This is an optimization exercise on Yosys and OpenROAD, whose aim is small area, a short achievable clock period and few clock cycles, not a production implementation. In this exercise RTL edits were held to simulation tests only and were not proved equivalent to the original. Power and IR drop assume default switching activity.

v43:
## copyEngine
module copyEngine  #(
    parameter DATA_WIDTH       = 64,
    parameter ADDR_WIDTH       = 32,
    parameter LEN              = 16,
    parameter FULL_WORD_SIZE   = DATA_WIDTH / 8
) (
    input                             rstn,
    input                             clk,
    input                             src_dw_sel_i, 
    input                             dst_dw_sel_i, 
    input                             copy_i,
    input                             set_i,
    input        [7:0]                setVal_i,
    input                             flush_i,
    input        [LEN-1:0]            len_i,
    input        [ADDR_WIDTH-1:0]     src_i,
    input        [ADDR_WIDTH-1:0]     dst_i,
    output logic                      done_o,
    output logic                      mem_re_r,
    output logic [ADDR_WIDTH-1:0]     mem_rad_r,
    input                             mem_rreq_rdy,
    input        [DATA_WIDTH-1:0]     mem_rdat,
    input                             mem_rdat_rdy,
    output logic [FULL_WORD_SIZE-1:0] mem_bwe_r,
    output logic [ADDR_WIDTH-1:0]     mem_wad_r,
    output logic [DATA_WIDTH-1:0]     mem_wdat_r,
    input                             mem_wreq_rdy,
    output logic                      flush_r,
    output logic [ADDR_WIDTH-1:0]     cmd_adr_r,
    input                             cmd_rdy
);
Size in the first run: about 1500 cells after synthesis, ~330 I/O pins.
==> flow/config.mk <==
export PLATFORM = sky130hd
export DESIGN_NAME = copyEngine
export DESIGN_NICKNAME = copyEngine
export VERILOG_FILES = /design/flow/design.v
export SDC_FILE = /design/flow/constraint.sdc
export NUM_CORES = 4
export LEC_CHECK = 0
export CAP_MARGIN = 20
export CORE_MARGIN = 2
export CORE_UTILIZATION = 65
export SLEW_MARGIN = 20
==> flow/constraint.sdc <==
create_clock -name core_clock -period 10.0 [get_ports {clk}]
set_input_delay 2.0000 -clock core_clock [delete_from_list [all_inputs] [get_ports {clk}]]
set_output_delay 2.0000 -clock core_clock [all_outputs]
set_load 0.01 [all_outputs]
standard.sh (not shown) runs the stock make flow with config.mk's settings and CLKGATE_MAP_FILE= SYNTH_SCRIPT=/design/flow/synth_recipe.tcl, a recipe that flattens the netlist after the stock synthesis.
==> flow/flow/run.sh <==
#!/bin/bash
bash standard.sh "BUFFER_PORTS_ARGS=-buffer_cell sky130_fd_sc_hd__buf_1" SETUP_SLACK_MARGIN=7 TNS_END_PERCENT=10 "CTS_ARGS=-sink_clustering_enable -repair_clock_nets -dont_use_dummy_load" finish > standard.log 2>&1
Testbench counts of v43, summed over its fixed seeds: cycles 24,052.
Here is what was changed in the inputs of v37 compared with v43.
- putting ABC_CLOCK_PERIOD_IN_PS at 3000 where nothing was set
==> flow/flow/run.sh <==
#!/bin/bash
bash standard.sh "BUFFER_PORTS_ARGS=-buffer_cell sky130_fd_sc_hd__buf_1" SETUP_SLACK_MARGIN=7 TNS_END_PERCENT=10 "CTS_ARGS=-sink_clustering_enable -repair_clock_nets -dont_use_dummy_load -buf_list {sky130_fd_sc_hd__clkbuf_8 sky130_fd_sc_hd__clkbuf_16} -sink_clustering_size 24 -sink_clustering_max_diameter 80" finish > standard.log 2>&1
Results
In v37, the cell area came out 2.6% below the value in v43.
Comparing v37 against v43, there is no change at all in number of flops mapped to enable cells by yosys.
v43 → v37: routed wire length decreased 2.6%; final setup skew picked up an extra 11 ps.
Input-level comparison between v35 and v37:
- clearing ABC_CLOCK_PERIOD_IN_PS, which used to be 3000
==> flow/flow/run.sh <==
#!/bin/bash
bash standard.sh "BUFFER_PORTS_ARGS=-buffer_cell sky130_fd_sc_hd__buf_1" SETUP_SLACK_MARGIN=7.3 TNS_END_PERCENT=10 "CTS_ARGS=-sink_clustering_enable -repair_clock_nets -dont_use_dummy_load -buf_list {sky130_fd_sc_hd__clkbuf_8 sky130_fd_sc_hd__clkbuf_16} -sink_clustering_size 24 -sink_clustering_max_diameter 80" finish > standard.log 2>&1
==> run notes <==
Core utilization is lower on v37. Run comparison: v35 worst setup path startpoint dadr_r[23]; v37 worst setup path startpoint sadr_r[1]. Diff v37 -> v35: global-route usage over all layers +0.92 points; clock network latency to the later pin of the worst-skew pair about even.
> inputs changed (v35 -> v49)
==> flow/flow/run.sh <==
#!/bin/bash
bash standard.sh "BUFFER_PORTS_ARGS=-buffer_cell sky130_fd_sc_hd__buf_1" SETUP_SLACK_MARGIN=7 TNS_END_PERCENT=5 "CTS_ARGS=-sink_clustering_enable -repair_clock_nets -dont_use_dummy_load -buf_list {sky130_fd_sc_hd__clkbuf_8 sky130_fd_sc_hd__clkbuf_16} -sink_clustering_size 24 -sink_clustering_max_diameter 80" finish > standard.log 2>&1
Findings:
- Worst hold slack, v49 and v35: larger value in v35
- Per the comparison of v49 with v35, clock tree cell share of total cell area closely matched the old numbers, worst path setup slack after routing saw an increase, number of iterations in the first detailed-routing pass climbed 1, core utilization has decreased, first-pass GRT wire length now smaller.
- Delta (v49 minus v35): wire length on met3 went up by 300 um; total leakage power shows a reduction of about 6.6%; cell count went down.

## separate check: timing with driven ports
No port has a modelled driver above. Below, the same layouts with a new extraction and two added sets of constraints. Step 1 (the two cells are an assumption about what drives the block):
set clk [get_ports {clk}]
set_driving_cell -lib_cell sky130_fd_sc_hd__clkbuf_16 $clk
set_driving_cell -lib_cell sky130_fd_sc_hd__buf_2 [delete_from_list [all_inputs] $clk]
Step 2 times the ports against the registers' clock, not the clock port: input delays grow and output delays shrink by t, the midpoint of the rising clock arrivals with the driver on. Three values: ideal, step 1, step 2; two values: the first two.
run | shift t [ns] | setup WS [ns] | hold slack, ns | slew at the worst register clock pin (ns) | pins driven straight from the clock port
v43 | 0.547 | 6.838 / 6.789 / 6.382 | 0.483 / 0.483 / 0.483 | 0.06 / 0.06 | 1
v37 | 0.543 | 6.835 / 6.782 / 6.382 | 0.485 / 0.485 / 0.485 | 0.10 / 0.10 | 1
v35 | 0.546 | 6.831 / 6.779 / 6.423 | 0.493 / 0.493 / 0.493 | 0.10 / 0.10 | 1
v49 | 0.543 | 6.835 / 6.782 / 6.382 | 0.485 / 0.485 / 0.485 | 0.10 / 0.10 | 1
After both steps every run listed still meets setup and hold. The setup slack of v43, which loses most, moves by -0.049 ns with the drivers and by -0.456 ns with both steps.
